What follows belongs to an exercise in optimizing a design on an open flow for small area; a production flow would make more cautious choices.
At most, simulation tests tie the RTL to the original design; equivalence was not proved.
Power and IR drop assume default switching activity.

==> indigo <==
==> flow/design.v <==
`timescale 1ns / 1ps
module debounce
    (
        input logic clk,
        input logic rst,
        input logic button,
        output logic pulse
    );
    localparam logic [9:0] START = 10'd751;           
    localparam logic [9:0] POL   = 10'b10_1010_1010;
    logic [9:0] q, l, nl;
    logic p, det;
    assign l = q ^ POL;
    assign det = ~l[9] & l[8] & l[7] & l[5] & l[4] & l[3] & l[1] & l[0];
    assign nl = {l[8], l[7], l[6] | det, l[5:0], ~(l[9] ^ l[6])};
    always_ff @(posedge clk) begin
        if (rst || !button)
            q <= START ^ POL;
        else
            q <= nl ^ POL;
        p <= det & ~rst;
    end
    assign pulse = p;
endmodule
`timescale 1ns / 1ps
module single_pulse_detector 
    #(
        parameter detect_type = 2'b0
    )
    (
        input logic clk,
        input logic rst,
        input logic input_signal,
        output logic output_pulse
    );
    logic ff0;
    logic ff1;
    always_ff@(posedge clk, posedge rst) begin
        if (rst) begin
            ff0 <= 1'b0;
            ff1 <= 1'b0;
        end
        else begin
            ff0 <= input_signal;
            ff1 <= ff0;
        end
    end
    always_comb begin
        if (detect_type == 2'b00)
            output_pulse = ~ff1 & ff0;
        else if (detect_type == 2'b01)
            output_pulse = ~ff0 & ff1;
        else if (detect_type == 2'b10)
            output_pulse = ff0 ^ ff1;
        else
            output_pulse = 1'b0;
    end
endmodule
`timescale 1ns/1ps
module lock_fsm
(
    input logic clk,
    input logic rst,
    input logic [3:0] nwse,
    output logic [3:0] led,
    output logic [2:0] rgb
);
    logic [3:0] st, nst;
    logic fl, en1, is_unl, is_alm, is_lock, ge1, ge2, ge3;
    assign nst[0] = (~st[1] & ~st[2]) | (nwse[0] & ~st[3]) | (~nwse[1] & ~nwse[2] & ~nwse[3] & st[0]) | (nwse[1] & nwse[2] & st[0] & ~st[2]) | (nwse[1] & nwse[3] & st[0] & ~st[2]) | (st[0] & ~st[1]) | (nwse[0] & ~st[0] & st[1] & st[2]) | (~nwse[1] & nwse[2] & nwse[3] & st[0]) | (nwse[1] & st[2] & ~st[3]) | (nwse[0] & ~nwse[2] & ~st[2]) | (nwse[2] & st[2] & ~st[3]) | (nwse[0] & ~nwse[1] & st[0]) | (nwse[3] & st[2] & ~st[3]);
    assign nst[1] = (~nwse[0] & ~nwse[1] & ~nwse[2] & ~nwse[3] & ~st[0] & ~st[2]) | (~nwse[0] & nwse[1] & nwse[2] & ~st[2]) | (~nwse[0] & nwse[1] & nwse[3] & ~st[0] & ~st[2]) | (~nwse[0] & nwse[2] & nwse[3] & ~st[2]) | (~st[1] & ~st[2] & st[3]) | (nwse[2] & st[0] & ~st[1] & ~st[2]) | (~nwse[0] & ~nwse[1] & ~nwse[2] & ~nwse[3] & st[1]) | (st[0] & st[1] & st[2]) | (nwse[0] & ~st[0] & st[1] & st[3]) | (~nwse[0] & nwse[1] & nwse[3] & st[0] & st[1]) | (nwse[2] & ~st[0] & ~st[2] & st[3]);
    assign nst[2] = (~nwse[0] & ~nwse[1] & ~nwse[2] & nwse[3]) | (nwse[2] & st[0] & ~st[1]) | (~nwse[0] & ~nwse[1] & nwse[2] & ~nwse[3] & ~st[3]) | (~nwse[0] & nwse[1] & ~nwse[2] & ~nwse[3] & ~st[2]) | (~nwse[0] & ~nwse[1] & nwse[2] & ~nwse[3] & st[0]) | (st[2] & ~st[3]) | (~nwse[0] & ~st[0] & st[2]) | (~nwse[0] & ~nwse[1] & st[2]) | (nwse[1] & st[0] & ~st[1] & st[3]) | (~st[1] & ~st[2] & st[3]) | (nwse[3] & st[0] & ~st[1] & st[2]) | (nwse[0] & ~nwse[1] & ~nwse[3] & st[0] & ~st[1] & ~st[3]);
    assign nst[3] = (nwse[0] & ~st[0] & ~st[1] & ~st[2]) | (nwse[0] & st[0] & st[1]) | (~nwse[0] & ~nwse[1] & ~nwse[2] & ~nwse[3] & st[3]) | (nwse[0] & st[0] & st[3]) | (~nwse[0] & ~nwse[1] & nwse[2] & ~nwse[3] & st[0] & st[2] & ~st[3]) | (nwse[1] & nwse[2] & st[0] & st[3]) | (nwse[1] & nwse[3] & st[0] & st[3]) | (nwse[2] & nwse[3] & st[0] & st[3]) | (~nwse[0] & ~nwse[2] & st[1] & st[3]) | (~nwse[0] & nwse[2] & st[1] & st[2]) | (st[0] & ~st[2] & st[3]) | (nwse[3] & st[1] & st[2] & ~st[3]) | (nwse[0] & nwse[1] & ~nwse[2] & st[0] & ~st[2]) | (~nwse[0] & nwse[1] & st[1] & st[2]) | (nwse[0] & ~nwse[2] & nwse[3] & st[0] & ~st[2]);
    assign fl = (st[0] & ~st[1] & st[2]) | (st[1] & st[2] & ~st[3]);
    assign en1 = (~st[3]);
    assign is_unl = (st[1] & ~st[3]);
    assign is_alm = (~st[1] & st[2]);
    assign is_lock = (st[0] & st[1] & st[2] & st[3]);
    assign ge1 = (~st[2] & ~st[3]) | (~st[0]) | (st[1] & ~st[2]);
    assign ge2 = (~st[2] & ~st[3]) | (~st[0] & ~st[1]);
    assign ge3 = (~st[1] & ~st[2] & ~st[3]) | (~st[0] & ~st[1] & ~st[3]);
    always_ff @(posedge clk, posedge rst) begin
        if (rst)
            st <= 4'd15;
        else
            st <= nst;
    end
    logic [12:0] y1;
    logic [13:0] y2;
    logic f;
    logic [13:0] c1;
    logic [14:0] c2;
    assign c1[0] = en1;
    assign c2[0] = ~en1;
    genvar i;
    generate
        for (i = 0; i < 13; i++) begin : g_c1
            assign c1[i+1] = c1[i] & y1[i];
        end
        for (i = 0; i < 14; i++) begin : g_c2
            assign c2[i+1] = c2[i] & y2[i];
        end
    endgenerate
    always_ff @(posedge clk) begin
        if (!fl) begin
            y1 <= '1;
            y2 <= '1;
        end
        else begin
            y1 <= y1 ^ c1[12:0];
            y2 <= y2 ^ c2[13:0];
        end
    end
    always_ff @(posedge clk, posedge rst) begin
        if (rst)
            f <= 1'b0;
        else if (!fl)
            f <= 1'b0;
        else
            f <= f ^ (c1[13] | c2[14]);
    end
    assign led = {is_unl & f, {3{is_unl & f}} | {ge3, ge2, ge1}};
    assign rgb = {is_alm & f, 1'b0, is_lock};
endmodule
`timescale 1ns / 1ps
module top_fsm
(
    input logic clk,
    input logic rst,
    input logic [3:0] btn,
    output logic [3:0] led,
    output logic [2:0] rgb
);
    logic [3:0] btn_pulse;
genvar k;
generate
    for (k = 0; k < 4; k++) begin : g_btn
        debounce db_btn_i
        (
            .clk(clk),
            .rst(rst),
            .button(btn[k]),
            .pulse(btn_pulse[k])
        );
    end
endgenerate
lock_fsm lock_fsm_i
(
    .clk(clk),
    .rst(rst),
    .nwse(btn_pulse),
    .led(led),
    .rgb(rgb)
);
endmodule
==> flow/run.sh <==
#!/bin/bash
# synth_recipe.tcl (not shown) runs the flow's synth.tcl, then flattens the netlist and writes it again
# the make line also repeats each setting of config.mk as NAME=value (left out here)
make -C /OpenROAD-flow-scripts/flow DESIGN_CONFIG=/design/flow/config.mk WORK_HOME=/design/flow/orfs CLKGATE_MAP_FILE= SYNTH_SCRIPT=/design/flow/synth_recipe.tcl finish
==> flow/config.mk <==
export PLATFORM = sky130hd
export DESIGN_NAME = top_fsm
export DESIGN_NICKNAME = top_fsm
export VERILOG_FILES = /design/flow/design.v
export SDC_FILE = /design/flow/constraint.sdc
export NUM_CORES = 4
export LEC_CHECK = 0
export CAP_MARGIN = 20
export CORE_MARGIN = 2
export CORE_UTILIZATION = 40
export SLEW_MARGIN = 20
==> flow/constraint.sdc <==
create_clock -name core_clock -period 8.0 [get_ports {clk}]
set_input_delay 1.6000 -clock core_clock [delete_from_list [all_inputs] [get_ports {clk}]]
set_output_delay 1.6000 -clock core_clock [all_outputs]
set_load 0.01 [all_outputs]
==> inputs of sierra, as changes to indigo <==
==> flow/design.v (replaced) <==
`timescale 1ns / 1ps
module debounce
    (
        input logic clk,
        input logic rst,
        input logic button,
        output logic pulse
    );
    localparam logic [9:0] START = 10'd751;   
    logic [9:0] s;
    logic p;
    logic det;
    logic [9:0] nxt;
    assign det = ~s[9] & s[8] & s[7] & s[5] & s[4] & s[3] & s[1] & s[0];
    assign nxt = {s[8], s[7], s[6] | det, s[5:0], ~(s[9] ^ s[6])};
    always_ff @(posedge clk) begin
        if (rst || !button)
            s <= START;
        else
            s <= nxt;
        p <= det & ~rst;
    end
    assign pulse = p;
endmodule
`timescale 1ns / 1ps
module single_pulse_detector 
    #(
        parameter detect_type = 2'b0
    )
    (
        input logic clk,
        input logic rst,
        input logic input_signal,
        output logic output_pulse
    );
    logic ff0;
    logic ff1;
    always_ff@(posedge clk, posedge rst) begin
        if (rst) begin
            ff0 <= 1'b0;
            ff1 <= 1'b0;
        end
        else begin
            ff0 <= input_signal;
            ff1 <= ff0;
        end
    end
    always_comb begin
        if (detect_type == 2'b00)
            output_pulse = ~ff1 & ff0;
        else if (detect_type == 2'b01)
            output_pulse = ~ff0 & ff1;
        else if (detect_type == 2'b10)
            output_pulse = ff0 ^ ff1;
        else
            output_pulse = 1'b0;
    end
endmodule
`timescale 1ns/1ps
module lock_fsm
(
    input logic clk,
    input logic rst,
    input logic [3:0] nwse,
    output logic [3:0] led,
    output logic [2:0] rgb
);
    localparam logic [3:0] LOCK   = 4'd0;
    localparam logic [3:0] S1     = 4'd1;
    localparam logic [3:0] S2     = 4'd2;
    localparam logic [3:0] S3     = 4'd3;
    localparam logic [3:0] UNLOCK = 4'd4;
    localparam logic [3:0] W1     = 4'd5;
    localparam logic [3:0] W2     = 4'd6;
    localparam logic [3:0] W3     = 4'd7;
    localparam logic [3:0] ALARM  = 4'd8;
    localparam logic [3:0] A1     = 4'd9;
    localparam logic [3:0] R1     = 4'd10;
    localparam logic [3:0] R2     = 4'd11;
    localparam logic [3:0] R3     = 4'd12;
    localparam logic [3:0] RESET  = 4'd13;
    logic [3:0] st, nst;
    logic any, is_e, is_s, is_w, is_n;
    assign any  = |nwse;
    assign is_e = nwse == 4'h1;
    assign is_s = nwse == 4'h2;
    assign is_w = nwse == 4'h4;
    assign is_n = nwse == 4'h8;
    always_comb begin
        nst = st;
        case (st)
            LOCK:   if (nwse[1]) nst = S1;
                    else if (is_w || is_n) nst = W1;
                    else if (nwse[0]) nst = R1;
            R1:     if (nwse[0]) nst = RESET;
                    else if (any) nst = W2;
            R2:     if (nwse[0]) nst = RESET;
                    else if (any) nst = W3;
            R3:     if (nwse[0]) nst = RESET;
                    else if (any) nst = ALARM;
                    else nst = R2;
            RESET:  nst = LOCK;
            S1:     if (nwse[2]) nst = S2;
                    else if (is_s || is_n) nst = W2;
                    else if (nwse[0]) nst = R2;
            S2:     if (nwse[0]) nst = S3;
                    else if (any) nst = W3;
            S3:     if (nwse[2]) nst = UNLOCK;
                    else if (is_s || is_e || is_n) nst = ALARM;
                    else if (nwse[0]) nst = RESET;
            UNLOCK: if (any) nst = LOCK;
            W1:     if (nwse[0]) nst = R2;
                    else if (any) nst = W2;
            W2:     if (nwse[0]) nst = R3;
                    else if (any) nst = W3;
            W3:     if (any) nst = ALARM;
            ALARM:  if (is_w) nst = A1;
            A1:     if (is_e) nst = RESET;
                    else if (is_s || is_w || is_n) nst = ALARM;
            default: nst = LOCK;
        endcase
    end
    always_ff @(posedge clk, posedge rst) begin
        if (rst)
            st <= LOCK;
        else
            st <= nst;
    end
    logic [12:0] y1;
    logic [13:0] y2;
    logic f;
    logic en1, en2;
    logic [13:0] c1;
    logic [14:0] c2;
    assign en1 = (st == UNLOCK) || (st == ALARM);
    assign en2 = (st == A1);
    assign c1[0] = en1;
    assign c2[0] = en2;
    genvar i;
    generate
        for (i = 0; i < 13; i++) begin : g_c1
            assign c1[i+1] = c1[i] & y1[i];
        end
        for (i = 0; i < 14; i++) begin : g_c2
            assign c2[i+1] = c2[i] & y2[i];
        end
    endgenerate
    always_ff @(posedge clk) begin
        if (!(en1 || en2)) begin
            y1 <= '1;
            y2 <= '1;
            f <= 1'b0;
        end
        else begin
            y1 <= y1 ^ c1[12:0];
            y2 <= y2 ^ c2[13:0];
            f <= f ^ (c1[13] | c2[14]);
        end
    end
    always_comb begin
        rgb = 3'h0;
        led = 4'h0;
        case (st)
            LOCK:            rgb = 3'h1;
            S1, W1, R1:      led = 4'h1;
            S2, W2, R2:      led = 4'h3;
            S3, W3, R3:      led = 4'h7;
            UNLOCK:          led = {4{f}};
            ALARM, A1:       rgb = {f, 2'b00};
            default: ;
        endcase
    end
endmodule
`timescale 1ns / 1ps
module top_fsm
(
    input logic clk,
    input logic rst,
    input logic [3:0] btn,
    output logic [3:0] led,
    output logic [2:0] rgb
);
    logic [3:0] btn_pulse;
genvar k;
generate
    for (k = 0; k < 4; k++) begin : g_btn
        debounce db_btn_i
        (
            .clk(clk),
            .rst(rst),
            .button(btn[k]),
            .pulse(btn_pulse[k])
        );
    end
endgenerate
lock_fsm lock_fsm_i
(
    .clk(clk),
    .rst(rst),
    .nwse(btn_pulse),
    .led(led),
    .rgb(rgb)
);
endmodule
--- a/flow/config.mk
+++ b/flow/config.mk
@@ -7,2 +7,3 @@
 export LEC_CHECK = 0
+export ABC_AREA = 1
 export CAP_MARGIN = 20
==> inputs of violet, as changes to indigo <==
--- a/flow/design.v
+++ b/flow/design.v
@@ -8,14 +8,19 @@
     );
-    localparam logic [9:0] START = 10'd751;           
-    localparam logic [9:0] POL   = 10'b10_1010_1010;
-    logic [9:0] q, l, nl;
-    logic p, det;
-    assign l = q ^ POL;
-    assign det = ~l[9] & l[8] & l[7] & l[5] & l[4] & l[3] & l[1] & l[0];
-    assign nl = {l[8], l[7], l[6] | det, l[5:0], ~(l[9] ^ l[6])};
+    logic [9:0] q, nq;
+    logic en, clr, det, p;
+    assign en  = button & ~rst;
+    assign clr = ~en;
+    assign det = (q[0] & q[4] & q[8] & q[9]) & ~(q[1] | q[3] | q[5] | q[7]);
+    assign nq[9] = ~(clr | q[8]);
+    assign nq[8] = ~(clr | q[7]);
+    assign nq[7] = ~(clr | q[6] | det);    
+    assign nq[6] = ~(en & q[5]);
+    assign nq[5] = ~(clr | q[4]);
+    assign nq[4] = ~(clr | q[3]);
+    assign nq[3] = ~(clr | q[2]);
+    assign nq[2] = ~(en & q[1]);
+    assign nq[1] = ~(clr | q[0]);
+    assign nq[0] = ~(en & ~(q[9] ^ q[6]));
     always_ff @(posedge clk) begin
-        if (rst || !button)
-            q <= START ^ POL;
-        else
-            q <= nl ^ POL;
+        q <= nq;
         p <= det & ~rst;
==> flow/flow/run.sh (new file) <==
#!/bin/bash
# Standard layout with custom clock tree synthesis and port buffer arguments.
set -e
export CTS_ARGS="-sink_clustering_enable -repair_clock_nets -dont_use_dummy_load -sink_clustering_size 40 -sink_clustering_max_diameter 500 -buf_list {sky130_fd_sc_hd__clkbuf_8 sky130_fd_sc_hd__clkbuf_16}"
export BUFFER_PORTS_ARGS="-buffer_cell sky130_fd_sc_hd__buf_1"
bash standard.sh > standard.log 2>&1
==> flow/standard.sh (new file) <==
#!/bin/bash
# synth_recipe.tcl (not shown) runs the flow's synth.tcl, then flattens the netlist and writes it again
# the make line also repeats each setting of config.mk as NAME=value (left out here)
make -C /OpenROAD-flow-scripts/flow DESIGN_CONFIG=/design/flow/config.mk WORK_HOME=/design/flow/orfs CLKGATE_MAP_FILE= SYNTH_SCRIPT=/design/flow/synth_recipe.tcl "${@:-finish}"
removed: flow/run.sh
==> run summary <==
quantity                                                                 violet       sierra      indigo
Hold Worst Slack                                                       0.379 ns     0.417 ns    0.380 ns
Post-route non-filler standard cell count                                   394          533         400
HPWL after detailed placement                                           3120 µm      4000 µm     3110 µm
Status                                                 timing/DRC/antenna clean  timing/DRC/antenna clean  timing/DRC/antenna clean
Total leakage power                                                     1.24 nW      1.97 nW     1.28 nW
Total number of vias                                                       1911         2402        1978
Post-layout net count                                                       330          459         329
Netlist cell types                                                           45           28          43
Reported net switching power                                           0.244 mW     0.359 mW    0.315 mW
Proportion of synthesized area in mux cells                              0.343%           0%      0.770%
Core Util, Final                                                          43.4%        47.4%       45.7%
Count of clock buffers in the final design                                    9           10          10
Xor and xnor area share after synthesis                                   1.80%       0.268%       1.80%
Post-detailed-placement cell area                                      2990 µm²     3460 µm²    3060 µm²
Overall power after layout                                             0.859 mW      1.13 mW     1.05 mW
Mapped Area                                                            2920 µm²     3270 µm²    2930 µm²
Share of final-layout standard cells stronger than drive strength 1       15.3%        11.4%       7.64%
Arrival @ worst endpoint                                                4.05 ns      4.20 ns     4.03 ns
Average wire per standard cell                                          11.5 µm      10.3 µm     11.6 µm
Area used by multi-input combinational logic                           1250 µm²     1390 µm²    1260 µm²
Final Critical Period                                                   3.83 ns      3.92 ns     3.80 ns
Clk pin slew, worst setup/hold paths                                    0.08 ns      0.07 ns     0.08 ns
Fraction of area in registers                                             49.8%        41.7%       47.3%
FILL cells                                                                  722          802         687
Grt met2 use                                                              19.7%        22.4%       20.2%
Die Y                                                                   89.4 µm      94.4 µm     89.5 µm
Maximum resistive drop on vdd                                        0.000149 V  0.0000950 V  0.000100 V
Function not checked in sierra and violet: the RTL went through the layout flow alone.

## separate check: timing with driven ports
The flow's constraints put no driver on any port. The routed layouts listed below were extracted and timed again, unchanged, in two steps. Step 1, drivers: a clkbuf_16 drives clk and a buf_2 each remaining input, both assumed. Step 2 adds t to the input delays and takes it off the output delays; t is the mean of the earliest and latest rising clock arrival at the registers after step 1. Input paths then give back, and output paths get back, about the clock's delay inside the block. Slacks: no drivers / after step 1 / after step 2; pairs: no drivers / after step 1.
run | t (ns) | setup WS [ns] | worst setup path after step 2 | cell pins on the clock port's net
indigo | 0.362 | 4.198 / 4.198 / 4.198 | register to register | 1
sierra | 0.364 | 4.080 / 4.069 / 4.080 | register to register | 1
violet | 0.355 | 4.170 / 4.170 / 4.170 | register to register | 1
After both steps every run listed still meets setup and hold.
